Context: an optimization exercise on an open-source flow, tuned for a short achievable clock period and few clock cycles. The choices shown serve that exercise and are no tape-out recipe.
Only simulation tests tie the RTL to the original design; equivalence was not proved.
Power and IR drop assume default switching activity.

**flow/design.v**
```verilog
module gp_node (
    input  logic gh,
    input  logic ph,
    input  logic gl,
    input  logic pl,
    output logic g,
    output logic p
);
    assign g = gh | (ph & gl);
    assign p = ph & pl;
endmodule
module ks_add32 (
    input  logic [31:0] a,
    input  logic [31:0] b,
    input  logic        cin,
    output logic [31:0] s,
    output logic        cout
);
    logic [31:0] g0, p0, x;
    logic [31:0] g [6];
    logic [31:0] p [6];
    assign x  = a ^ b;
    assign g0 = (a & b) | {31'd0, x[0] & cin};
    assign p0 = x;
    assign g[0] = g0;
    assign p[0] = p0;
    for (genvar k = 1; k <= 5; k++) begin : lvl
        for (genvar i = 0; i < 32; i++) begin : bit_
            if (i >= (1 << (k - 1))) begin : n
                gp_node u (.gh(g[k-1][i]), .ph(p[k-1][i]),
                           .gl(g[k-1][i - (1 << (k - 1))]), .pl(p[k-1][i - (1 << (k - 1))]),
                           .g(g[k][i]), .p(p[k][i]));
            end else begin : w
                assign g[k][i] = g[k-1][i];
                assign p[k][i] = p[k-1][i];
            end
        end
    end
    assign s = x ^ {g[5][30:0], cin};
    assign cout = g[5][31];
endmodule
module cmp32 (
    input  logic [31:0] a,
    input  logic [31:0] b,
    output logic        ltu,
    output logic        lts,
    output logic        eq
);
    logic [31:0] l [6];
    logic [31:0] e [6];
    assign l[0] = ~a & b;
    assign e[0] = ~(a ^ b);
    for (genvar k = 1; k <= 5; k++) begin : lvl
        for (genvar i = 0; i < (32 >> k); i++) begin : n
            gp_node u (.gh(l[k-1][2*i+1]), .ph(e[k-1][2*i+1]),
                       .gl(l[k-1][2*i]), .pl(e[k-1][2*i]),
                       .g(l[k][i]), .p(e[k][i]));
        end
    end
    assign ltu = l[5][0];
    assign eq  = e[5][0];
    assign lts = (a[31] ^ b[31]) ? a[31] : ltu;
endmodule
module one_hz_cpu (
    input  logic        clk,
    input  logic        rst,
    output logic [31:0] pc,
    input  logic [31:0] inst_rdata,
    output logic        inst_read,
    input  logic        inst_resp,
    output logic [31:0] data_address,
    input  logic [31:0] data_rdata,
    output logic [31:0] data_wdata,
    output logic        data_read,
    output logic        data_write,
    output logic [3:0]  data_mbe,
    input  logic        data_resp
);
    localparam [29:0] START = 30'h18;  
    localparam [1:0] T_BR  = 2'd0;
    localparam [1:0] T_JMP = 2'd1;
    localparam [1:0] T_RET = 2'd2;
    logic        freeze;         
    logic        ex_redir;       
    logic [29:0] ex_target;
    logic        mr_redir;       
    logic [29:0] mr_target;
    logic        d_done;         
    logic        d_redir;        
    logic [29:0] d_target;
    logic        d_fire;         
    logic [29:0] fpc;
    logic [29:0] fpc_n;          
    logic [29:0] pc_r;           
    logic        ireq;           
    logic        ireq_n;         
    logic        ireq_o;         
    logic [63:0] fidx;           
    logic [63:0] tm;             
    logic        ibusy, idrop;
    logic [29:0] o_pc, o_pn;
    logic        o_pt, o_hit;
    logic [1:0]  o_ctr;
    logic [31:0] q_inst [4];
    logic [29:0] q_pc   [4];
    logic [29:0] q_pn   [4];
    logic [29:0] q_tgtj [4];     
    logic [29:0] q_tgtb [4];
    logic [29:0] q_pc4  [4];
    logic        q_pt   [4];
    logic        q_hit  [4];
    logic [1:0]  q_ctr  [4];
    logic [2:0]  qn;
    logic [29:0] link_d, link_ex;
    logic [63:0] btb_v;
    logic [7:0]  btb_tag [64];
    logic [29:0] btb_tgt [64];
    logic [1:0]  btb_typ [64];
    logic [1:0]  btb_ctr [64];
    logic        ex_valid;
    logic [10:0] ex_op;          
    logic [6:0]  ex_as;          
    logic [31:0] ex_a, ex_b, ex_s;
    logic        ex_am, ex_bm, ex_sm;
    logic [29:0] ex_pn;
    logic        ex_br, ex_jal, ex_jalr, ex_link, ex_ret, ex_call;
    logic [2:0]  ex_f3;
    logic        ex_pt, ex_hit;
    logic [1:0]  ex_ctr;
    logic [29:0] ex_tgt, ex_pc4, ex_pc;
    logic [31:0] ex_jexp;
    logic        ex_load, ex_store, ex_wen;
    logic [4:0]  ex_rd;
    logic        m_valid, m_wen, m_load;
    logic [4:0]  m_rd;
    logic [31:0] m_res;
    logic [2:0]  m_f3;
    logic [1:0]  m_alo;
    logic        dbusy;
    logic        w_valid, w_wen, w_load;
    logic [4:0]  w_rd;
    logic [31:0] w_res;
    logic [2:0]  w_f3;
    logic [1:0]  w_alo;
    logic [31:0] w_data;
    logic        l_we;
    logic [4:0]  l_rd;
    logic [31:0] l_data;
    logic [31:0] rf [32];
    assign pc = {pc_r, 2'b00};
    assign fpc = ~fpc_n;
    assign inst_read = ireq_o;
    assign ireq = ~ireq_n;
    logic        acc_i;
    assign acc_i = ireq & (~ibusy | inst_resp);
    logic [5:0]  bidx;
    logic        b_hit, b_pt;
    logic [29:0] b_next, fpc4;
    logic [1:0]  b_typ, b_ctr;
    assign bidx  = fpc[5:0];
    logic [7:0]  b_tag;
    logic [29:0] b_tgt;
    logic        b_v;
    always_comb begin
        b_typ = 2'd0;
        b_ctr = 2'd0;
        b_tag = 8'd0;
        b_tgt = 30'd0;
        b_v   = 1'b0;
        for (int i = 0; i < 64; i++) begin
            b_typ = b_typ | ({2{fidx[i]}} & btb_typ[i]);
            b_ctr = b_ctr | ({2{fidx[i]}} & btb_ctr[i]);
            b_tgt = b_tgt | ({30{fidx[i]}} & btb_tgt[i]);
            b_v   = b_v | (fidx[i] & btb_v[i] & tm[i]);
        end
    end
    logic [63:0] e_tk;
    always_comb begin
        for (int i = 0; i < 64; i++)
            e_tk[i] = btb_v[i] & tm[i] & ((btb_typ[i] != T_BR) | btb_ctr[i][1]);
    end
    assign b_hit = b_v;
    assign b_pt  = |(fidx & e_tk);
    assign fpc4  = fpc + 30'd1;
    assign b_next = ~b_pt ? fpc4 : (b_typ == T_RET ? link_d : b_tgt);
    logic [29:0] fpc_nx;
    always_comb begin
        if (mr_redir)      fpc_nx = mr_target;
        else if (d_redir)  fpc_nx = d_target;
        else if (acc_i)    fpc_nx = b_next;
        else               fpc_nx = fpc;
    end
    logic ireq_nx;
    logic push;
    assign push = inst_resp & ibusy & ~idrop;
    logic [2:0] qn_push;
    assign qn_push = qn + {2'b0, push};
    always_ff @(posedge clk) begin
        if (rst) begin
            fpc_n <= ~START;
            pc_r  <= START;
            fidx  <= 64'd1 << START[5:0];
        end else begin
            fpc_n <= ~fpc_nx;
            pc_r  <= fpc_nx;
            fidx  <= 64'd1 << fpc_nx[5:0];
        end
    end
    logic [29:0] fpc_nxr;
    assign fpc_nxr = rst ? START : fpc_nx;
    always_ff @(posedge clk) begin
        for (int i = 0; i < 64; i++)
            tm[i] <= (u_wdec[i] ? u_pc[13:6] : btb_tag[i]) == fpc_nxr[13:6];
    end
    always_ff @(posedge clk) begin
        if (rst) begin
            ireq_n <= 1'b0;
            ireq_o <= 1'b1;
            ibusy <= 1'b0;
            idrop <= 1'b0;
        end else begin
            ireq_n <= ~ireq_nx;
            ireq_o <= ireq_nx;
            if (acc_i) begin
                ibusy <= 1'b1;
                idrop <= mr_redir | d_redir;
            end else if (inst_resp) begin
                ibusy <= 1'b0;
                idrop <= 1'b0;
            end else if (mr_redir | d_redir) begin
                idrop <= 1'b1;
            end
        end
    end
    assign ireq_nx = (mr_redir | d_redir) |
                     ((qn_push + {2'b0, acc_i | (ibusy & ~inst_resp)}) <= 3'd3);
    always_ff @(posedge clk) begin
        if (acc_i) begin
            o_pc  <= fpc;
            o_pn  <= b_next;
            o_pt  <= b_pt;
            o_hit <= b_hit;
            o_ctr <= b_ctr;
        end
    end
    logic pop;
    assign pop = d_fire;
    always_ff @(posedge clk) begin
        if (rst | mr_redir) begin
            qn <= 3'd0;
        end else if (d_redir) begin
            qn <= d_fire ? 3'd0 : 3'd1;
        end else begin
            qn <= qn + {2'b0, push} - {2'b0, pop};
        end
    end
    logic [29:0] n_tgt_j, n_tgt_b, o_pc4;
    logic [31:0] n_sum_j, n_sum_b;
    ks_add32 tj_add (.a({2'b00, o_pc}),
                     .b({{14{inst_rdata[31]}}, inst_rdata[19:12], inst_rdata[20], inst_rdata[30:22]}),
                     .cin(1'b0), .s(n_sum_j), .cout());
    ks_add32 tb_add (.a({2'b00, o_pc}),
                     .b({{22{inst_rdata[31]}}, inst_rdata[7], inst_rdata[30:25], inst_rdata[11:9]}),
                     .cin(1'b0), .s(n_sum_b), .cout());
    assign n_tgt_j = n_sum_j[29:0];
    assign n_tgt_b = n_sum_b[29:0];
    assign o_pc4 = o_pc + 30'd1;
    always_ff @(posedge clk) begin
        for (int i = 0; i < 4; i++) begin
            if (push && ((pop && qn == i + 1) || (!pop && qn == i))) begin
                q_inst[i] <= inst_rdata;
                q_tgtj[i] <= n_tgt_j;
                q_tgtb[i] <= n_tgt_b;
                q_pc4[i]  <= o_pc4;
                q_pc[i]   <= o_pc;
                q_pn[i]   <= o_pn;
                q_pt[i]   <= o_pt;
                q_hit[i]  <= o_hit;
                q_ctr[i]  <= o_ctr;
            end else if (pop && i < 3) begin
                q_inst[i] <= q_inst[i + 1];
                q_tgtj[i] <= q_tgtj[i + 1];
                q_tgtb[i] <= q_tgtb[i + 1];
                q_pc4[i]  <= q_pc4[i + 1];
                q_pc[i]   <= q_pc[i + 1];
                q_pn[i]   <= q_pn[i + 1];
                q_pt[i]   <= q_pt[i + 1];
                q_hit[i]  <= q_hit[i + 1];
                q_ctr[i]  <= q_ctr[i + 1];
            end
        end
    end
    logic        d_valid;
    logic [31:0] inst;
    logic [29:0] d_pc, d_pn;
    logic        d_pt, d_hit;
    logic [1:0]  d_ctr;
    assign d_valid = qn != 3'd0;
    assign inst  = q_inst[0];
    assign d_pc  = q_pc[0];
    assign d_pn  = q_pn[0];
    assign d_pt  = q_pt[0];
    assign d_hit = q_hit[0];
    assign d_ctr = q_ctr[0];
    logic [6:0] opc;
    logic [2:0] f3;
    logic [4:0] rd, rs1, rs2;
    assign opc = inst[6:0];
    assign f3  = inst[14:12];
    assign rd  = inst[11:7];
    assign rs1 = inst[19:15];
    assign rs2 = inst[24:20];
    logic is_lui, is_auipc, is_jal, is_jalr, is_br, is_load, is_store, is_opi, is_op;
    assign is_lui   = opc[6:2] == 5'b01101;
    assign is_auipc = opc[6:2] == 5'b00101;
    assign is_jal   = opc[6:2] == 5'b11011;
    assign is_jalr  = opc[6:2] == 5'b11001;
    assign is_br    = opc[6:2] == 5'b11000;
    assign is_load  = opc[6:2] == 5'b00000;
    assign is_store = opc[6:2] == 5'b01000;
    assign is_opi   = opc[6:2] == 5'b00100;
    assign is_op    = opc[6:2] == 5'b01100;
    logic use1, use2, wen;
    assign use1 = is_jalr | is_br | is_load | is_store | is_opi | is_op;
    assign use2 = is_br | is_store | is_op;
    assign wen  = (is_lui | is_auipc | is_jal | is_jalr | is_load | is_opi | is_op) & (rd != 5'd0);
    logic [31:0] imm_i, imm_s, imm_b, imm_u, imm_j;
    assign imm_i = {{20{inst[31]}}, inst[31:20]};
    assign imm_s = {{20{inst[31]}}, inst[31:25], inst[11:7]};
    assign imm_b = {{19{inst[31]}}, inst[31], inst[7], inst[30:25], inst[11:8], 1'b0};
    assign imm_u = {inst[31:12], 12'b0};
    assign imm_j = {{11{inst[31]}}, inst[31], inst[19:12], inst[20], inst[30:21], 1'b0};
    logic [31:0] imm;
    always_comb begin
        if (is_store)                imm = imm_s;
        else if (is_lui | is_auipc)  imm = imm_u;
        else                         imm = imm_i;
    end
    logic [3:0] aluop;
    always_comb begin
        aluop = 4'd0;
        if (is_op | is_opi) begin
            case (f3)
                3'd0: aluop = (is_op & inst[30]) ? 4'd1 : 4'd0;
                3'd1: aluop = 4'd2;
                3'd2: aluop = 4'd3;
                3'd3: aluop = 4'd4;
                3'd4: aluop = 4'd5;
                3'd5: aluop = inst[30] ? 4'd7 : 4'd6;
                3'd6: aluop = 4'd8;
                default: aluop = 4'd9;
            endcase
        end
    end
    logic [29:0] d_tgt, d_pc4;
    assign d_tgt = is_jal ? q_tgtj[0] : q_tgtb[0];
    assign d_pc4 = q_pc4[0];
    logic is_ret, is_call;
    assign is_ret  = is_jalr & (rs1 == 5'd1) & (rd == 5'd0) & (inst[31:20] == 12'd0);
    assign is_call = (is_jal | is_jalr) & (rd == 5'd1);
    logic d_take_jal, d_take_br, d_take_ret, d_unpred;
    assign d_take_jal = is_jal & ~d_pt;
    assign d_take_br  = is_br & ~d_pt & ~d_hit & inst[31];
    assign d_take_ret = is_ret & ~d_pt;
    assign d_unpred   = d_pt & ~(is_jal | is_br | is_jalr);
    logic [29:0] n_pn;
    logic        n_pt;
    always_comb begin
        d_target = d_tgt;
        if (d_take_ret) d_target = link_d;
        else if (d_unpred) d_target = d_pc4;
    end
    assign n_pt = d_pt | d_take_jal | d_take_br | d_take_ret;
    assign n_pn = (d_take_jal | d_take_br | d_take_ret) ? d_target : d_pn;
    logic        w_we;
    assign w_we = w_valid & w_wen & ~w_load;
    logic ex_fwd_ok, m_fwd_ok;
    assign ex_fwd_ok = ex_valid & ex_wen & ~ex_load;
    assign m_fwd_ok  = m_valid & m_wen & ~m_load;
    logic [31:0] r1, r2;
    assign r1 = (rs1 == 5'd0) ? 32'd0 : (m_fwd_ok && m_rd == rs1) ? m_res :
                (w_we && w_rd == rs1) ? w_res :
                (l_we && l_rd == rs1) ? l_data : rf[rs1];
    assign r2 = (rs2 == 5'd0) ? 32'd0 : (m_fwd_ok && m_rd == rs2) ? m_res :
                (w_we && w_rd == rs2) ? w_res :
                (l_we && l_rd == rs2) ? l_data : rf[rs2];
    logic interlock;
    assign interlock = ((ex_valid & ex_wen & ex_load) &
                        ((use1 & (ex_rd == rs1)) | (use2 & (ex_rd == rs2)))) |
                       ((m_valid & m_wen & m_load) &
                        ((use1 & (m_rd == rs1)) | (use2 & (m_rd == rs2)))) |
                       ((w_valid & w_wen & w_load) &
                        ((use1 & (w_rd == rs1)) | (use2 & (w_rd == rs2))));
    logic sel1, sel2;
    assign sel1 = ex_fwd_ok && ex_rd == rs1;
    assign sel2 = ex_fwd_ok && ex_rd == rs2;
    logic n_am, n_bm;
    assign n_am = ~(is_lui | is_auipc) & sel1;
    assign n_bm = is_op & sel2;
    assign d_fire  = d_valid & ~interlock & ~freeze;
    assign d_redir = d_valid & ~d_done & (d_take_jal | d_take_br | d_take_ret | d_unpred);
    always_ff @(posedge clk) begin
        if (rst | mr_redir | d_fire) d_done <= 1'b0;
        else if (d_redir) d_done <= 1'b1;
    end
    logic [31:0] jexp;
    assign jexp = d_take_ret ? {link_d, 2'b00} : {d_pn, 2'b00} - imm_i;
    always_ff @(posedge clk) begin
        if (rst | mr_redir) begin
            ex_valid <= 1'b0;
        end else if (~freeze) begin
            ex_valid <= d_fire;
        end
    end
    always_ff @(posedge clk) begin
        if (~freeze) begin
            ex_op    <= (is_jal | is_jalr) ? 11'b1 << 10 : 11'b1 << aluop;
            ex_as    <= {aluop == 4'd1 & ~n_am &  n_bm,
                         aluop == 4'd1 &  n_am & ~n_bm,
                         aluop == 4'd1 & ~n_am & ~n_bm,
                         aluop == 4'd0 & ~(is_jal | is_jalr) &  n_am &  n_bm,
                         aluop == 4'd0 & ~(is_jal | is_jalr) & ~n_am &  n_bm,
                         aluop == 4'd0 & ~(is_jal | is_jalr) &  n_am & ~n_bm,
                         aluop == 4'd0 & ~(is_jal | is_jalr) & ~n_am & ~n_bm};
            ex_a     <= is_lui ? 32'd0 : is_auipc ? {d_pc, 2'b00} : r1;
            ex_b     <= is_op ? r2 : imm;
            ex_s     <= r2;
            ex_am    <= n_am;
            ex_bm    <= n_bm;
            ex_sm    <= sel2;
            ex_pn    <= n_pn;
            ex_br    <= is_br;
            ex_jal   <= is_jal;
            ex_jalr  <= is_jalr;
            ex_link  <= is_jal | is_jalr;
            ex_ret   <= is_ret;
            ex_call  <= is_call;
            ex_f3    <= f3;
            ex_pt    <= n_pt;
            ex_hit   <= d_hit;
            ex_ctr   <= d_ctr;
            ex_tgt   <= d_tgt;
            ex_pc4   <= d_pc4;
            ex_pc    <= d_pc;
            ex_jexp  <= jexp;
            ex_load  <= is_load;
            ex_store <= is_store;
            ex_wen   <= wen;
            ex_rd    <= rd;
        end
    end
    logic [31:0] a, b, s;
    assign a = ex_am ? m_res : ex_a;
    assign b = ex_bm ? m_res : ex_b;
    assign s = ex_sm ? m_res : ex_s;
    logic [31:0] sum, diff, alu_out;
    logic        slt, sltu;
    logic [31:0] sum_rr, sum_mr, sum_rm, sum_mm;
    logic [32:0] dif_rr, dif_mr, dif_rm;
    logic c_rr, c_mr, c_rm;
    ks_add32 add_rr (.a(ex_a), .b(ex_b), .cin(1'b0), .s(sum_rr), .cout());
    ks_add32 add_mr (.a(m_res), .b(ex_b), .cin(1'b0), .s(sum_mr), .cout());
    ks_add32 add_rm (.a(ex_a), .b(m_res), .cin(1'b0), .s(sum_rm), .cout());
    assign sum_mm = {m_res[30:0], 1'b0};
    ks_add32 sub_rr (.a(ex_a), .b(~ex_b), .cin(1'b1), .s(dif_rr[31:0]), .cout(c_rr));
    ks_add32 sub_mr (.a(m_res), .b(~ex_b), .cin(1'b1), .s(dif_mr[31:0]), .cout(c_mr));
    ks_add32 sub_rm (.a(ex_a), .b(~m_res), .cin(1'b1), .s(dif_rm[31:0]), .cout(c_rm));
    assign dif_rr[32] = ~c_rr;
    assign dif_mr[32] = ~c_mr;
    assign dif_rm[32] = ~c_rm;
    assign sum = ex_am ? (ex_bm ? sum_mm : sum_mr) : (ex_bm ? sum_rm : sum_rr);
    logic [32:0] dif;
    assign dif = ex_am ? (ex_bm ? 33'd0 : dif_mr) : (ex_bm ? dif_rm : dif_rr);
    assign diff = dif[31:0];
    assign sltu = dif[32];
    assign slt  = (a[31] ^ b[31]) ? a[31] : dif[31];
    logic [31:0] sra;
    assign sra = $signed(a) >>> b[4:0];
    assign alu_out = ({32{ex_as[0]}} & sum_rr) |
                     ({32{ex_as[1]}} & sum_mr) |
                     ({32{ex_as[2]}} & sum_rm) |
                     ({32{ex_as[3]}} & sum_mm) |
                     ({32{ex_as[4]}} & dif_rr[31:0]) |
                     ({32{ex_as[5]}} & dif_mr[31:0]) |
                     ({32{ex_as[6]}} & dif_rm[31:0]) |
                     ({32{ex_op[2]}} & (a << b[4:0])) |
                     ({32{ex_op[3]}} & {31'd0, slt}) |
                     ({32{ex_op[4]}} & {31'd0, sltu}) |
                     ({32{ex_op[5]}} & (a ^ b)) |
                     ({32{ex_op[6]}} & (a >> b[4:0])) |
                     ({32{ex_op[7]}} & sra) |
                     ({32{ex_op[8]}} & (a | b)) |
                     ({32{ex_op[9]}} & (a & b)) |
                     ({32{ex_op[10]}} & {ex_pc4, 2'b00});
    logic eq, blt, bltu, taken;
    logic        eq_rr, eq_mr, eq_rm, lu_rr, lu_mr, lu_rm, ls_rr, ls_mr, ls_rm;
    cmp32 cmp_rr (.a(ex_a), .b(ex_s), .ltu(lu_rr), .lts(ls_rr), .eq(eq_rr));
    cmp32 cmp_mr (.a(m_res), .b(ex_s), .ltu(lu_mr), .lts(ls_mr), .eq(eq_mr));
    cmp32 cmp_rm (.a(ex_a), .b(m_res), .ltu(lu_rm), .lts(ls_rm), .eq(eq_rm));
    assign eq   = ex_am ? (ex_sm ? 1'b1 : eq_mr) : (ex_sm ? eq_rm : eq_rr);
    assign bltu = ex_am ? (ex_sm ? 1'b0 : lu_mr) : (ex_sm ? lu_rm : lu_rr);
    assign blt  = ex_am ? (ex_sm ? 1'b0 : ls_mr) : (ex_sm ? ls_rm : ls_rr);
    always_comb begin
        case (ex_f3)
            3'd0:    taken = eq;
            3'd1:    taken = ~eq;
            3'd4:    taken = blt;
            3'd5:    taken = ~blt;
            3'd6:    taken = bltu;
            default: taken = ~bltu;
        endcase
    end
    logic ex_tgtmis;
    assign ex_tgtmis = ex_pn != ex_tgt;
    logic jeq_r, jeq_m;
    assign jeq_r = ex_a == ex_jexp;
    assign jeq_m = m_res == ex_jexp;
    logic mispred;
    always_comb begin
        if (ex_br)        mispred = (taken != ex_pt) | (taken & ex_tgtmis);
        else if (ex_jal)  mispred = ex_tgtmis;
        else if (ex_jalr) mispred = ~ex_pt | ~(ex_am ? jeq_m : jeq_r);
        else              mispred = 1'b0;
    end
    logic ex_fire;
    assign ex_fire = ex_valid & ~freeze;
    assign ex_redir = ex_fire & mispred & ~mr_redir;
    logic [29:0] mr_sum, mr_tgt, mr_pc4;
    logic        mr_jalr, mr_taken;
    always_ff @(posedge clk) begin
        if (rst) mr_redir <= 1'b0;
        else mr_redir <= ex_redir;
        mr_sum   <= sum[31:2];
        mr_tgt   <= ex_tgt;
        mr_pc4   <= ex_pc4;
        mr_jalr  <= ex_jalr;
        mr_taken <= taken | ~ex_br;
    end
    assign mr_target = mr_jalr ? mr_sum : mr_taken ? mr_tgt : mr_pc4;
    assign ex_target = ex_jalr ? sum[31:2] : (ex_br & ~taken) ? ex_pc4 : ex_tgt;
    logic       bw;
    logic [1:0] bw_typ, bw_ctr;
    logic [29:0] bw_tgt;
    always_comb begin
        bw = 1'b0;
        bw_typ = T_JMP;
        bw_ctr = 2'd2;
        bw_tgt = ex_tgt;
        if (ex_br) begin
            bw_typ = T_BR;
            if (ex_hit) begin
                bw = 1'b1;
                bw_ctr = taken ? (ex_ctr == 2'd3 ? 2'd3 : ex_ctr + 2'd1)
                               : (ex_ctr == 2'd0 ? 2'd0 : ex_ctr - 2'd1);
            end else begin
                bw = taken;
            end
        end else if (ex_jal) begin
            bw = 1'b1;
        end else if (ex_jalr) begin
            bw = 1'b1;
            bw_typ = ex_ret ? T_RET : T_JMP;
            bw_tgt = sum[31:2];
        end
    end
    logic [63:0] u_wdec;
    logic [13:0] u_pc;
    logic [29:0] u_tgt;
    logic [1:0]  u_typ, u_ctr;
    always_ff @(posedge clk) begin
        if (rst) u_wdec <= 64'd0;
        else u_wdec <= (ex_fire & bw & ~mr_redir) ? (64'd1 << ex_pc[5:0]) : 64'd0;
        u_pc  <= ex_pc[13:0];
        u_tgt <= bw_tgt;
        u_typ <= bw_typ;
        u_ctr <= bw_ctr;
    end
    always_ff @(posedge clk) begin
        if (rst) begin
            btb_v <= 64'd0;
        end else begin
            btb_v <= btb_v | u_wdec;
        end
    end
    always_ff @(posedge clk) begin
        for (int i = 0; i < 64; i++) begin
            if (u_wdec[i]) begin
                btb_tag[i] <= u_pc[13:6];
                btb_tgt[i] <= u_tgt;
                btb_typ[i] <= u_typ;
                btb_ctr[i] <= u_ctr;
            end
        end
    end
    always_ff @(posedge clk) begin
        if (rst) begin
            link_d  <= 30'd0;
            link_ex <= 30'd0;
        end else begin
            if (ex_fire & ex_call & ~mr_redir) link_ex <= ex_pc4;
            if (mr_redir)
                link_d <= link_ex;
            else if (d_fire & is_call)
                link_d <= d_pc4;
        end
    end
    logic [1:0]  alo;
    logic [3:0]  mbe;
    logic [31:0] wd;
    assign alo = sum[1:0];
    always_comb begin
        case (ex_f3[1:0])
            2'd0:    mbe = 4'b0001 << alo;
            2'd1:    mbe = alo[1] ? 4'b1100 : 4'b0011;
            default: mbe = 4'b1111;
        endcase
        case (alo)
            2'd1:    wd = {s[23:0], 8'b0};
            2'd2:    wd = {s[15:0], 16'b0};
            2'd3:    wd = {s[7:0], 24'b0};
            default: wd = s;
        endcase
    end
    logic m_mem;
    logic m_nomem;
    assign m_mem = ~m_nomem;
    always_ff @(posedge clk) begin
        if (rst) begin
            m_valid    <= 1'b0;
            data_read  <= 1'b0;
            data_write <= 1'b0;
            m_nomem    <= 1'b1;
        end else if (~freeze) begin
            m_valid    <= ex_valid & ~mr_redir;
            data_read  <= ex_valid & ~mr_redir & ex_load;
            data_write <= ex_valid & ~mr_redir & ex_store;
            m_nomem    <= ~(ex_valid & ~mr_redir & (ex_load | ex_store));
        end
    end
    always_ff @(posedge clk) begin
        if (~freeze) begin
            m_wen        <= ex_wen;
            m_load       <= ex_load;
            m_rd         <= ex_rd;
            m_res        <= alu_out;
            m_f3         <= ex_f3;
            m_alo        <= alo;
            data_address <= {sum[31:2], 2'b00};
            data_mbe     <= mbe;
            data_wdata   <= wd;
        end
    end
    always_ff @(posedge clk) begin
        if (rst) dbusy <= 1'b0;
        else dbusy <= (m_mem & (~dbusy | data_resp)) | (dbusy & ~data_resp);
    end
    assign freeze = ~data_resp & dbusy & ((w_valid & w_load) | m_mem);
    always_ff @(posedge clk) begin
        if (rst) begin
            w_valid <= 1'b0;
        end else if (~freeze) begin
            w_valid <= m_valid;
        end
    end
    always_ff @(posedge clk) begin
        if (~freeze) begin
            w_wen  <= m_wen;
            w_load <= m_load;
            w_rd   <= m_rd;
            w_res  <= m_res;
            w_f3   <= m_f3;
            w_alo  <= m_alo;
        end
    end
    logic [7:0]  lb;
    logic [15:0] lh;
    logic [31:0] ld;
    assign lb = data_rdata[w_alo * 8 +: 8];
    assign lh = w_alo[1] ? data_rdata[31:16] : data_rdata[15:0];
    always_comb begin
        case (w_f3)
            3'd0:    ld = {{24{lb[7]}}, lb};
            3'd1:    ld = {{16{lh[15]}}, lh};
            3'd4:    ld = {24'd0, lb};
            3'd5:    ld = {16'd0, lh};
            default: ld = data_rdata;
        endcase
    end
    always_ff @(posedge clk) begin
        if (rst) l_we <= 1'b0;
        else l_we <= w_valid & w_wen & w_load & data_resp;
        l_rd   <= w_rd;
        l_data <= ld;
    end
    always_ff @(posedge clk) begin
        if (l_we) rf[l_rd] <= l_data;
        if (w_we) rf[w_rd] <= w_res;
    end
endmodule
```
**flow/flow/run.sh**
```bash
#!/bin/bash
set -euo pipefail
bash standard.sh SETUP_SLACK_MARGIN=8 TNS_END_PERCENT=5 finish > flow_make.log 2>&1
```
**flow/standard.sh**
```bash
#!/bin/bash
# synth_recipe.tcl (not shown) runs the flow's synth.tcl, then flattens the netlist and writes it again
# the make line also repeats each setting of config.mk as NAME=value (left out here)
make -C /OpenROAD-flow-scripts/flow DESIGN_CONFIG=/design/flow/config.mk WORK_HOME=/design/flow/orfs CLKGATE_MAP_FILE= SYNTH_SCRIPT=/design/flow/synth_recipe.tcl "${@:-finish}"
```
**flow/constraint.sdc**
```tcl
create_clock -name core_clock -period 10.0 [get_ports {clk}]
set_input_delay 2.0000 -clock core_clock [delete_from_list [all_inputs] [get_ports {clk}]]
set_output_delay 2.0000 -clock core_clock [all_outputs]
set_load 0.01 [all_outputs]
```
**flow/config.mk**
```make
export PLATFORM = sky130hd
export DESIGN_NAME = one_hz_cpu
export DESIGN_NICKNAME = one_hz_cpu
export VERILOG_FILES = /design/flow/design.v
export SDC_FILE = /design/flow/constraint.sdc
export NUM_CORES = 4
export LEC_CHECK = 0
export ABC_CLOCK_PERIOD_IN_PS = 3000
export CAP_MARGIN = 20
export CORE_MARGIN = 2
export CORE_UTILIZATION = 40
export SLEW_MARGIN = 20
export SYNTH_HIERARCHICAL = 1
```
==> out/qor.yml, run 1 <==
floorplanning:
  dieArea_um2: 667000
  rows: 298
  pin_count: 171
  design.core.area_um2: 658000
  die_y_um: 817
  start_util_pct: 40.1
  dieWidth_um: 817
drt:
  drt-pass1-iter-count: 9
  wl_per_cell_um: 40.6
  via_count: 200000
  ant_nets: 0
  drt_iter0_drc: 34700
  drc: 0
  via_per_inst: 6.67
  routed_wl_mm: 1220
worst_setup_path:
  crit_path_end_kind: "flip-flop"
  critPathKind: "flip-flop to flip-flop"
  crit_arrival_ns: 5.30
  cp-start-kind: "flip-flop"
  path_max_fanout: 5
  worstPathRequired_ns: 11.01
  rr_endpoint: "u_tgt[18]"
  reg2reg_from: "m_res[11]"
  reg2reg_slack_ns: 5.71
  rr_worst_depth: 11
clock_network:
  insertion_delay_ns: 1.16
  cts-root-buf: "clkbuf_16"
  cts_tree: "built"
  cts.sinks: 5511
  htreeDepth: 6
  clkTransAtPathRegs_ns: 0.06
  cts_hold_buf: 0
  cts_made_buffers: 569
  cts_max_path_buffers: 4
placement:
  place_area_um2: 277000
  gp_congestion: 1.02
  io_buffers: 164
  hpwl_mm: 707
  dpl.cell_count: 27600
global_routing:
  grt_pass1_wl_mm: 1580
  grt_usage_pct: 34.2
  grt_max_degree: 160
  antenna_found_initial: 105
  first_global_vias: 182000
  grt_overflow: 0
sta:
  drv_slew: 8
  setup_viol: 0
  max-slew-margin-rel_pct: -31.7
  fin_crit_sh_pct: 42.9
  fmax_mhz: 233
  worst_pin_slew_ns: 1.95
  clock_skew_ns: 0.101
  hold_viol_final: 0
  post-route-min-period_ns: 4.29
  fin_setup_tns_ns: 0
  rsz0062_at_grt: "yes"
pwr:
  ir_drop_uv: 376
  power_density_nw_per_um2: 372
  leakagePower_nw: 121
  power_w: 0.119
layout:
  utilization_pct: 48.8
  drive_gt1_share_pct: 30.8
  fin_cells: 30000
  area_delta_synth_final_pct: 21.6
  fin_area_um2: 321000
  nets: 21200
synth:
  yosys_warnings: 30
  synth_area_um2: 264000
  avgSynthCellArea_um2: 13.5
  syn_inst: 19500
worst_hold_path:
  min_to: "u_pc[7]"
  hold_start: "ex_pc[7]"
  hold_depth: 0
  min_path_type: "flip-flop to flip-flop"
status:
  outcome: "finished with violations"
  violations: "max-capacitance violations, max-slew violations"
run:
  max_cap_violations: 1
==> layer usage <==
metal / global-route usage (%) / routed length [um] / share of wire [%] / vias to the layer above
met5: 0.0427 / 327 / 0.027 / -
met4: 24.2 / 109000 / 9.0 / 42
met3: 10.3 / 174000 / 14 / 3953
met2: 48.8 / 500000 / 41 / 16600
met1: 44.5 / 434000 / 36 / 101000
li1: - / - / - / 78000
==> flip-flops by register name (all words and copies together) (netlist names), 120 cells and up, named ones only <==
signal	count
btb_ctr	128
rf	1024
btb_tag	512
q_pc	120
q_pn	120
q_inst	120
btb_typ	128
q_pc4	120
btb_tgt	1920
q_tgtj	120
q_tgtb	120
==> worst max-delay path: stages, from the launching register on <==
cell and delay [ns]:
edfxtp_1 0.46, buf_6 0.16, buf_12 0.13, ha_2 0.30, and2_1 0.20, and2_1 0.20, a21o_1 0.18, a21o_1 0.17
a21o_1 0.18, xor2_1 1.00, mux4_2 0.73, mux2_2 0.46
==> area by class of cell <==
class	count	area (um2)
antenna	177	443
clock buffer	799	16100
clock inverter	238	2220
fill	56400	337000
inverter	533	2170
multi-input combinational	12100	111000
sequential	5511	155000
tap	8700	10900
timing repair buffer	1909	23400
timing repair inverter	6	92.6
==> repair_timing <==
action | 4_1_cts | 5_1_grt
pin swaps | 192 | 408
gates cloned | 98 | 85
gates resized for setup | 1165 | 1303
endpoints found under the setup margin | 5130 | 5151
setup buffers | 546 | 457
==> worst max path at each step <==
| stage | startpoint | to | depth (start not counted) |
|---|---|---|---|
| floorplan | data_resp | u_wdec[15] | 9 |
| global placement | inst_resp | tm[12] | 14 |
| finish | m_res[11] | u_tgt[18] | 11 |
| CTS | data_address[11] | data_address[11] | 1 |
| detailed placement | inst_resp | tm[12] | 14 |
| global route | q_inst[0][21] | tm[38] | 19 |
==> through the flow <==
step | worst slack, ns | hold slack [ns]
floorplan | 0.476 | 0.323
global placement | 2.75 | 0.327
CTS | 5.99 | 0.328
global route | 5.72 | 0.361
finish | 5.71 | 0.332
detailed placement | 2.72 | 0.329
==> power breakdown <==
group	internal, W	total, W	leakage [nW]	switching, W
clock	0.0120	0.0214	8.97	0.00948
sequential	0.0311	0.0361	50.2	0.00494
combinational	0.0242	0.0619	61.9	0.0377
==> cell usage in the layout (no fill, tap or decap), drive strengths merged, types with 120 or more instances in the layout <==
master,count
xor2,439
dfxtp,1086
ha,443
nand2,1258
nand3,245
nor2,754
and2,850
a211oi,142
inv,551
nor3,179
a21o,1106
mux4,696
mux2,1817
mux2i,457
clkinv,171
diode,177
o22ai,120
a221oi,500
a22oi,305
xnor2,272
a21oi,350
a22o,458
o21ai,503
nand4,203
buf,1659
clkbuf,877
edfxtp,4425
Testbench counts, summed over its fixed seeds: cycles 166,997.
==> inputs of run 2 (changes only) <==
--- a/flow/design.v
+++ b/flow/design.v
@@ -206,11 +206,31 @@
             fidx  <= 64'd1 << fpc_nx[5:0];
         end
     end
-    logic [29:0] fpc_nxr;
-    assign fpc_nxr = rst ? START : fpc_nx;
+    logic [7:0]  tag_eff [64];
+    logic [7:0]  fpc_tag1;
+    logic [63:0] tm_mr, tm_d, tm_ln, tm_bt, tm_f0, tm_f1, tm_nx;
+    assign fpc_tag1 = fpc[13:6] + 8'd1;
+    always_comb begin
+        for (int i = 0; i < 64; i++) begin
+            tag_eff[i] = u_wdec[i] ? u_pc[13:6] : btb_tag[i];
+            tm_mr[i] = tag_eff[i] == mr_target[13:6];
+            tm_d[i]  = tag_eff[i] == d_target[13:6];
+            tm_ln[i] = tag_eff[i] == link_d[13:6];
+            tm_bt[i] = tag_eff[i] == b_tgt[13:6];
+            tm_f0[i] = tag_eff[i] == fpc[13:6];
+            tm_f1[i] = tag_eff[i] == fpc_tag1;
+        end
+        if (mr_redir)      tm_nx = tm_mr;
+        else if (d_redir)  tm_nx = tm_d;
+        else if (acc_i & b_pt)
+            tm_nx = (b_typ == T_RET) ? tm_ln : tm_bt;
+        else if (acc_i & (&fpc[5:0]))
+            tm_nx = tm_f1;
+        else
+            tm_nx = tm_f0;
+    end
     always_ff @(posedge clk) begin
-        for (int i = 0; i < 64; i++)
-            tm[i] <= (u_wdec[i] ? u_pc[13:6] : btb_tag[i]) == fpc_nxr[13:6];
+        tm <= tm_nx;
     end
     always_ff @(posedge clk) begin
         if (rst) begin
==> out/qor.yml, run 2 <==
floorplanning:
  dieWidth_um: 813
  dieArea_um2: 661000
  start_util_pct: 40.1
  rows: 297
  design.core.area_um2: 653000
  pin_count: 171
  die_y_um: 813
clock_network:
  cts_made_buffers: 569
  cts_hold_buf: 0
  cts_max_path_buffers: 4
  htreeDepth: 6
  cts.sinks: 5511
  clkTransAtPathRegs_ns: 0.06
  cts-root-buf: "clkbuf_16"
  cts_tree: "built"
  insertion_delay_ns: 1.19
pwr:
  leakagePower_nw: 118
  power_density_nw_per_um2: 384
  ir_drop_uv: 309
layout:
  final_cell_mix: "4425 x edfxtp_1, 1865 x mux2_2, 1090 x a21o_1"
  fin_cells: 29300
  drive_gt1_share_pct: 31.0
  utilization_pct: 48.6
  largest_register_ffs: 1920
  area_delta_synth_final_pct: 21.2
  top_register: "btb_tgt"
  nets: 20600
  top_regs: "btb_tgt: 1920 flops, rf: 1024 flops, btb_tag: 512 flops"
  fin_area_um2: 317000
  final_common_cell: "edfxtp_1"
sta:
  fmax_mhz: 244
  post-route-min-period_ns: 4.10
  worst_pin_slew_ns: 1.29
  drv_slew: 0
  clock_skew_ns: 0.104
  fin_crit_sh_pct: 41.0
  hold_viol_final: 0
  setup_viol: 0
  max-slew-margin-rel_pct: 13.7
  fin_setup_tns_ns: 0
  setup_ws_ns: 5.90
  rsz0062_at_grt: "yes"
drt:
  via_count: 194000
  drt-pass1-iter-count: 10
  via_per_inst: 6.62
  drc: 0
  ant_nets: 0
  drt_iter0_drc: 34100
  routed_wl_mm: 1190
  wl_per_cell_um: 40.6
placement:
  dpl.cell_count: 27000
  gp_congestion: 1.04
  hpwl_mm: 679
  place_area_um2: 275000
  io_buffers: 164
  pre_cts_slack_ns: 2.38
worst_setup_path:
  worstSetupStartpoint: "l_we"
  worstPathRequired_ns: 10.77
  path_max_fanout: 20
  reg2reg_slack_ns: 5.90
  crit_end: "rf[11][11]"
  crit_arrival_ns: 4.87
  rr_endpoint: "rf[11][11]"
  critPathKind: "flip-flop to flip-flop"
  cp-start-kind: "flip-flop"
  crit_path_end_kind: "flip-flop"
  reg2reg_from: "l_we"
  rr_worst_depth: 3
global_routing:
  grt_pass1_wl_mm: 1540
  grt_usage_pct: 33.9
  antenna_found_initial: 124
  grt_max_degree: 179
  first_global_vias: 177000
  grt_overflow: 0
status:
  outcome: "no timing/DRC/antenna violations"
synth:
  synth_area_um2: 262000
  syn_inst: 19000
  yosys_warnings: 31
  avgSynthCellArea_um2: 13.8
run:
  max_cap_violations: 0
worst_hold_path:
  min_path_type: "flip-flop to flip-flop"
==> run 2: area by class of cell <==
cell class,count,area [um2]
antenna,175,438
fill,56000,336000
multi-input combinational,11700,108000
sequential,5511,155000
clock inverter,230,2160
timing repair inverter,2,23.8
timing repair buffer,1826,22900
tap,8671,10800
clock buffer,790,15900
inverter,426,1770
==> run 2: worst max-delay path, cell delays in order (launching register included) <==
cell and delay, ns:
dfxtp_1 0.88, nand3_1 0.93, o21ai_4 1.24, buf_4 0.66
==> run 2: how the worst min path moves through the flow <==
stage | startpoint | to | slack, ns | cells after the start
2_1_floorplan | ex_pc[10] | u_pc[10] | 0.32 | 0
3_3_place_gp | ex_pc[7] | u_pc[7] | 0.33 | 0
3_5_place_dp | ex_pc[11] | u_pc[11] | 0.33 | 0
4_1_cts | ex_pc[11] | u_pc[11] | 0.34 | 0
5_1_grt | ex_pc[11] | u_pc[11] | 0.35 | 0
6_report | ex_pc[11] | u_pc[11] | 0.34 | 0
==> run 2: through the flow <==
step                      hold slack [ns]  total power, W
after detailed placement            0.328          0.0851
after global routing                0.350           0.123
after floorplan                     0.323          0.0629
after CTS                           0.342           0.113
final                               0.341           0.122
after global placement              0.328          0.0848
==> run 2: power breakdown <==
part / internal [W] / total [W] / switching, W
Clock: 0.0118 / 0.0213 / 0.00951
Combinational: 0.0254 / 0.0641 / 0.0387
Sequential: 0.0311 / 0.0363 / 0.00517
==> run 2: what timing repair did <==
item	CTS	global route
gates resized for setup	1247	1085
cloned	106	89
buffers inserted	589	369
endpoints found under the setup margin	4832	4831
pin swaps	247	327
==> run 2: per-layer routing <==
layer	GRT usage, %	vias to the layer above	wire length, um
met1	43.8	98500	423000
met5	0	-	512
met2	48.2	16600	492000
met3	11.4	3822	174000
li1	-	75400	-
met4	23.2	60	103000
Testbench counts of run 2, summed over its fixed seeds: cycles 166,997.
==> inputs of run 3 (changes only) <==
--- a/flow/design.v
+++ b/flow/design.v
@@ -134,6 +134,8 @@
     logic        m_valid, m_wen, m_load;
     logic [4:0]  m_rd;
     logic [31:0] m_res;
+    logic [31:0] m_resn;         
+    logic [31:0] m_res2;         
     logic [2:0]  m_f3;
     logic [1:0]  m_alo;
     logic        dbusy;
@@ -398,10 +400,11 @@
     assign ex_fwd_ok = ex_valid & ex_wen & ~ex_load;
     assign m_fwd_ok  = m_valid & m_wen & ~m_load;
     logic [31:0] r1, r2;
-    assign r1 = (rs1 == 5'd0) ? 32'd0 : (m_fwd_ok && m_rd == rs1) ? m_res :
+    assign m_res2 = ~m_resn;
+    assign r1 = (rs1 == 5'd0) ? 32'd0 : (m_fwd_ok && m_rd == rs1) ? m_res2 :
                 (w_we && w_rd == rs1) ? w_res :
                 (l_we && l_rd == rs1) ? l_data : rf[rs1];
-    assign r2 = (rs2 == 5'd0) ? 32'd0 : (m_fwd_ok && m_rd == rs2) ? m_res :
+    assign r2 = (rs2 == 5'd0) ? 32'd0 : (m_fwd_ok && m_rd == rs2) ? m_res2 :
                 (w_we && w_rd == rs2) ? w_res :
                 (l_we && l_rd == rs2) ? l_data : rf[rs2];
     logic interlock;
@@ -472,7 +475,7 @@
     logic [31:0] a, b, s;
     assign a = ex_am ? m_res : ex_a;
     assign b = ex_bm ? m_res : ex_b;
-    assign s = ex_sm ? m_res : ex_s;
+    assign s = ex_sm ? m_res2 : ex_s;
     logic [31:0] sum, diff, alu_out;
     logic        slt, sltu;
     logic [31:0] sum_rr, sum_mr, sum_rm, sum_mm;
@@ -515,8 +518,8 @@
     logic eq, blt, bltu, taken;
     logic        eq_rr, eq_mr, eq_rm, lu_rr, lu_mr, lu_rm, ls_rr, ls_mr, ls_rm;
     cmp32 cmp_rr (.a(ex_a), .b(ex_s), .ltu(lu_rr), .lts(ls_rr), .eq(eq_rr));
-    cmp32 cmp_mr (.a(m_res), .b(ex_s), .ltu(lu_mr), .lts(ls_mr), .eq(eq_mr));
-    cmp32 cmp_rm (.a(ex_a), .b(m_res), .ltu(lu_rm), .lts(ls_rm), .eq(eq_rm));
+    cmp32 cmp_mr (.a(m_res2), .b(ex_s), .ltu(lu_mr), .lts(ls_mr), .eq(eq_mr));
+    cmp32 cmp_rm (.a(ex_a), .b(m_res2), .ltu(lu_rm), .lts(ls_rm), .eq(eq_rm));
     assign eq   = ex_am ? (ex_sm ? 1'b1 : eq_mr) : (ex_sm ? eq_rm : eq_rr);
     assign bltu = ex_am ? (ex_sm ? 1'b0 : lu_mr) : (ex_sm ? lu_rm : lu_rr);
     assign blt  = ex_am ? (ex_sm ? 1'b0 : ls_mr) : (ex_sm ? ls_rm : ls_rr);
@@ -534,7 +537,7 @@
     assign ex_tgtmis = ex_pn != ex_tgt;
     logic jeq_r, jeq_m;
     assign jeq_r = ex_a == ex_jexp;
-    assign jeq_m = m_res == ex_jexp;
+    assign jeq_m = m_res2 == ex_jexp;
     logic mispred;
     always_comb begin
         if (ex_br)        mispred = (taken != ex_pt) | (taken & ex_tgtmis);
@@ -663,6 +666,7 @@
             m_load       <= ex_load;
             m_rd         <= ex_rd;
             m_res        <= alu_out;
+            m_resn       <= ~alu_out;
             m_f3         <= ex_f3;
             m_alo        <= alo;
             data_address <= {sum[31:2], 2'b00};
@@ -687,7 +691,7 @@
             w_wen  <= m_wen;
             w_load <= m_load;
             w_rd   <= m_rd;
-            w_res  <= m_res;
+            w_res  <= m_res2;
             w_f3   <= m_f3;
             w_alo  <= m_alo;
         end
==> out/qor.yml, run 3 <==
layout:
  fillers: 56800
  largest_register_ffs: 1920
  utilization_pct: 48.0
  multi_input_area_um2: 107000
  final_common_cell: "edfxtp_1"
  area_delta_synth_final_pct: 19.7
  final_cell_mix: "4457 x edfxtp_1, 1883 x mux2_2, 1228 x nand2_1"
  drive_gt1_share_pct: 29.9
  register_area_um2: 156000
  top_regs: "btb_tgt: 1920 flops, rf: 1024 flops, btb_tag: 512 flops"
  fin_area_um2: 316000
  nets: 20600
  top_register: "btb_tgt"
placement:
  gp_congestion: 0.995
  hpwl_mm: 702
  place_area_um2: 276000
  io_buffers: 164
clock_network:
  cts_tree: "built"
  cts.sinks: 5543
  cts-root-buf: "clkbuf_16"
  insertion_delay_ns: 1.19
  cts_made_buffers: 577
  cts_max_path_buffers: 4
  htreeDepth: 6
  clkTransAtPathRegs_ns: 0.06
worst_hold_path:
  min_to: "u_pc[9]"
  hold_start: "ex_pc[9]"
  min_path_type: "flip-flop to flip-flop"
  hold_depth: 0
worst_setup_path:
  crit_path_end_kind: "flip-flop"
  cp-start-kind: "flip-flop"
  worstPathRequired_ns: 11.01
  rr_endpoint: "u_wdec[42]"
  critPathKind: "flip-flop to flip-flop"
  path_max_fanout: 8
  rr_worst_depth: 22
  crit_arrival_ns: 5.38
  reg2reg_slack_ns: 5.63
  reg2reg_from: "m_resn[9]"
  worstSetupStartpoint: "m_resn[9]"
floorplanning:
  start_util_pct: 40.1
  rows: 298
  dieWidth_um: 816
  dieArea_um2: 665000
  die_y_um: 816
  design.core.area_um2: 657000
  pin_count: 171
pwr:
  ir_drop_uv: 270
  power_w: 0.120
  leakagePower_nw: 118
  power_density_nw_per_um2: 381
synth:
  syn_inst: 19200
  synth_area_um2: 264000
  yosys_warnings: 31
  avgSynthCellArea_um2: 13.7
sta:
  post-route-min-period_ns: 4.37
  setup_viol: 0
  drv_slew: 0
  rsz0062_at_grt: "yes"
  max-slew-margin-rel_pct: 15.9
  worst_pin_slew_ns: 1.25
  fin_crit_sh_pct: 43.7
  fin_setup_tns_ns: 0
  clock_skew_ns: 0.123
  fmax_mhz: 229
  hold_viol_final: 0
global_routing:
  grt_usage_pct: 33.8
  grt_pass1_wl_mm: 1550
  grt_max_degree: 166
  first_global_vias: 177000
  grt_overflow: 0
  antenna_found_initial: 121
status:
  outcome: "no timing/DRC/antenna violations"
drt:
  via_count: 193000
  drc: 0
  drt_iter0_drc: 32800
  drt-pass1-iter-count: 9
  ant_nets: 0
  via_per_inst: 6.57
  routed_wl_mm: 1190
  wl_per_cell_um: 40.6
run:
  max_cap_violations: 0
==> run 3: layout make-up <==
| cell class | count | area share, % |
|---|---|---|
| sequential | 5543 | 49.5 |
| antenna | 169 | 0.134 |
| tap | 8700 | 3.45 |
| clock inverter | 239 | 0.749 |
| clock buffer | 811 | 5.12 |
| timing repair buffer | 1633 | 6.48 |
| timing repair inverter | 1 | 0.00278 |
| inverter | 407 | 0.544 |
| multi-input combinational | 11900 | 34.0 |
==> run 3: power breakdown <==
part	leakage (nW)	internal, W	switching [W]
clock	9.03	0.0121	0.00952
sequential	50.5	0.0315	0.00508
combinational	58.8	0.0239	0.0379
total	118	0.0676	0.0525
==> run 3: worst max-delay path: stages, from the launching register on <==
cell        delay (ns)
edfxtp_1          0.60
clkinvlp_4        0.18
buf_8             0.18
inv_4             0.06
ha_4              0.18
a21o_1            0.15
a21o_1            0.16
a21o_1            0.15
a21o_1            0.19
a21o_1            0.19
mux2_4            0.25
mux2i_1           0.12
mux4_2            0.26
xor2_1            0.16
mux2i_1           0.11
buf_6             0.19
inv_4             0.07
nand2_4           0.06
o2111ai_4         0.38
inv_2             0.08
nand3b_1          0.28
buf_12            0.21
nor2_1            0.05
==> run 3: what timing repair did <==
item,CTS,global route
gates resized for setup,955,934
gates cloned,131,65
hold buffers,0,0
endpoints found under the setup margin,5088,5046
pin swaps,157,207
setup buffers,469,312
==> run 3: worst max-delay path by stage <==
stage / end / slack, ns / depth (start not counted)
after floorplan: u_wdec[47] / 0.04 / 10
after global placement: q_pc4[2][27] / 3.02 / 9
after detailed placement: q_pc4[2][28] / 2.96 / 9
after CTS: u_wdec[15] / 5.73 / 18
after global routing: u_wdec[45] / 5.54 / 22
final: u_wdec[42] / 5.63 / 22
==> run 3: metrics by stage <==
step,hold slack (ns),worst slack (ns),cells
floorplan,0.323,0.0412,19200
global placement,0.329,3.02,27200
detailed placement,0.326,2.96,27200
CTS,0.339,5.73,28800
global route,0.350,5.54,29300
finish,0.332,5.63,29400
==> run 3: routing by layer <==
layer  global-route usage (%)  part of all wire [%]  up-vias  wire length [um]
met3                     10.1                    13     3544            159000
met5                    0.242                 0.068        -               807
li1                         -                     -    75800                 -
met1                     43.2                    36    98500            427000
met2                     50.2                    43    15400            512000
met4                     21.7                   7.9       58             94400
Testbench counts of run 3, summed over its fixed seeds: cycles 166,997.
==> inputs of run 4 (changes only) <==
--- a/flow/config.mk
+++ b/flow/config.mk
@@ -6,8 +6,8 @@
 export NUM_CORES = 4
 export LEC_CHECK = 0
 export ABC_CLOCK_PERIOD_IN_PS = 3000
-export CAP_MARGIN = 20
+export CAP_MARGIN = 40
 export CORE_MARGIN = 2
 export CORE_UTILIZATION = 40
-export SLEW_MARGIN = 20
+export SLEW_MARGIN = 40
 export SYNTH_HIERARCHICAL = 1
==> out/qor.yml, run 4 <==
floorplanning:
  dieWidth_um: 816
  die_y_um: 816
  pin_count: 171
  start_util_pct: 40.1
  design.core.area_um2: 657000
  rows: 298
  dieArea_um2: 665000
layout:
  top_register: "btb_tgt"
  final_cell_mix: "4457 x edfxtp_1, 1926 x mux2_2, 1228 x nand2_1"
  area_delta_synth_final_pct: 19.6
  top_regs: "btb_tgt: 1920 flops, rf: 1024 flops, btb_tag: 512 flops"
  nets: 20600
  utilization_pct: 47.9
  drive_gt1_share_pct: 29.5
  fillers: 56900
  final_common_cell: "edfxtp_1"
  largest_register_ffs: 1920
  fin_cells: 29400
placement:
  dpl.cell_count: 27300
  gp_congestion: 0.995
  hpwl_mm: 714
  io_buffers: 164
  pre_cts_slack_ns: 3.09
worst_setup_path:
  crit_arrival_ns: 5.11
  crit_path_end_kind: "flip-flop"
  path_max_fanout: 8
  worstPathRequired_ns: 10.80
  reg2reg_from: "ex_a[0]"
  critPathKind: "flip-flop to flip-flop"
  rr_worst_depth: 12
  cp-start-kind: "flip-flop"
  rr_endpoint: "m_res[16]"
  reg2reg_slack_ns: 5.70
drt:
  ant_nets: 0
  met3WireLength_mm: 159
  drt_iter0_drc: 33100
  drt-pass1-iter-count: 9
  wl_per_cell_um: 40.6
  top_layer: "met5"
  wl_met2_mm: 508
  wl_met1_mm: 426
  routed_wl_mm: 1190
  via_per_inst: 6.56
  via_count: 193000
  drc: 0
sta:
  hold_viol_final: 0
  setup_viol: 0
  worst_pin_slew_ns: 1.17
  fmax_mhz: 232
  setup_ws_ns: 5.70
  rsz0062_at_grt: "yes"
  post-route-min-period_ns: 4.30
  max-slew-margin-rel_pct: 21.5
  drv_slew: 0
  fin_crit_sh_pct: 43.0
  clock_skew_ns: 0.126
  fin_setup_tns_ns: 0
pwr:
  leakagePower_nw: 118
  ir_drop_uv: 272
  power_density_nw_per_um2: 381
global_routing:
  grt_overflow: 0
  first_global_vias: 178000
  grt_pass1_wl_mm: 1560
  grt_max_degree: 123
  antenna_found_initial: 122
  grt_usage_pct: 34.0
clock_network:
  cts_hold_buf: 0
  insertion_delay_ns: 1.16
  cts.sinks: 5543
  clkTransAtPathRegs_ns: 0.07
  cts_made_buffers: 572
  cts-root-buf: "clkbuf_16"
  htreeDepth: 6
  cts_max_path_buffers: 4
  cts_tree: "built"
worst_hold_path:
  min_to: "u_pc[13]"
  hold_start: "ex_pc[13]"
  min_path_type: "flip-flop to flip-flop"
  hold_depth: 0
status:
  outcome: "no timing/DRC/antenna violations"
synth:
  avgSynthCellArea_um2: 13.7
  syn_inst: 19200
  yosys_warnings: 31
  synth_area_um2: 264000
run:
  max_cap_violations: 0
-- run 4: what timing repair did --
item,4_1_cts,5_1_grt
resized for setup,919,651
pin swaps,174,165
setup buffers,462,239
endpoints found under the setup margin,5048,4988
cloned,140,63
-- run 4: metal layers --
layer	vias up	GRT usage, %
met2	15200	50.0
met4	60	22.3
met1	98000	43.6
met5	-	0.256
met3	3592	10.2
li1	75700	-
-- run 4: area by class of cell --
type / count / area (um2) / share of cell area (%)
Timing Repair Buffer: 1645 / 21500 / 6.81
Antenna cell: 141 / 353 / 0.112
Sequential cell: 5543 / 156000 / 49.6
Clock inverter: 248 / 2310 / 0.734
Timing Repair inverter: 1 / 8.76 / 0.00278
Inverter: 407 / 1710 / 0.544
Clock buffer: 794 / 15800 / 5.02
Multi-Input combinational cell: 11900 / 106000 / 33.7
Tap cell: 8700 / 10900 / 3.45
-- run 4: worst max-delay path: stages (launching register included) --
cell	delay, ns
edfxtp_1	0.38
buf_6	0.18
fa_2	0.50
a21o_4	0.29
a21o_1	0.23
a21o_1	0.23
a21o_1	0.22
xor2_1	0.15
a22oi_2	0.40
nand4_1	0.48
a211oi_2	0.55
o21ai_2	0.15
a21o_1	0.24
-- run 4: how the worst max path moves through the flow --
stage | slack, ns | cells past startpoint | start | end
floorplan | 0.04 | 10 | data_resp | u_wdec[47]
global placement | 3.02 | 9 | data_resp | q_pc4[2][27]
detailed placement | 3.09 | 9 | data_resp | q_tgtb[0][21]
CTS | 5.80 | 19 | m_resn[13] | u_wdec[15]
global route | 5.64 | 21 | m_resn[20] | u_wdec[33]
finish | 5.70 | 12 | ex_a[0] | m_res[16]
-- run 4: stage by stage --
stage,hold WS [ns],cell area [um2],total power [W]
after floorplan,0.323,264000,0.0636
after global placement,0.329,276000,0.0858
after detailed placement,0.326,278000,0.0866
after CTS,0.347,308000,0.114
after global routing,0.366,315000,0.122
final,0.349,315000,0.120
-- run 4: report_power, final --
group          switching [W]  internal, W
registers            0.00479       0.0315
logic                 0.0382       0.0242
clock network        0.00965       0.0116
total                 0.0526       0.0674

static timing again, ports no longer ideal:
The flow's constraints put no driver on any port. The routed layouts listed below were extracted and timed again, unchanged, in two steps. Step 1 assumes that a clkbuf_16 drives the clock port and a buf_2 every other input. Step 2 moves the port delays by t, midway between the first and last clock arrival at a register: inputs arrive t later, outputs are due t later. That takes back most of the time a late clock gives input paths. Slacks: ideal ports / drivers / drivers and shift; pairs: ideal ports / drivers.
run	shift t [ns]	setup slack, ns	clock arrival spread, ns	slew at the worst register clock pin (ns)
run 1	1.255	5.712 / 5.712 / 4.851	0.110 / 0.110	0.07 / 0.07
run 2	1.269	5.900 / 5.900 / 5.037	0.111 / 0.112	0.07 / 0.07
run 3	1.267	5.628 / 5.628 / 4.591	0.131 / 0.132	0.07 / 0.07
run 4	1.242	5.698 / 5.683 / 4.734	0.128 / 0.129	0.07 / 0.07
The setup slack of run 3, which loses most, moves by 0.000 ns with the drivers and by -1.037 ns with both steps.
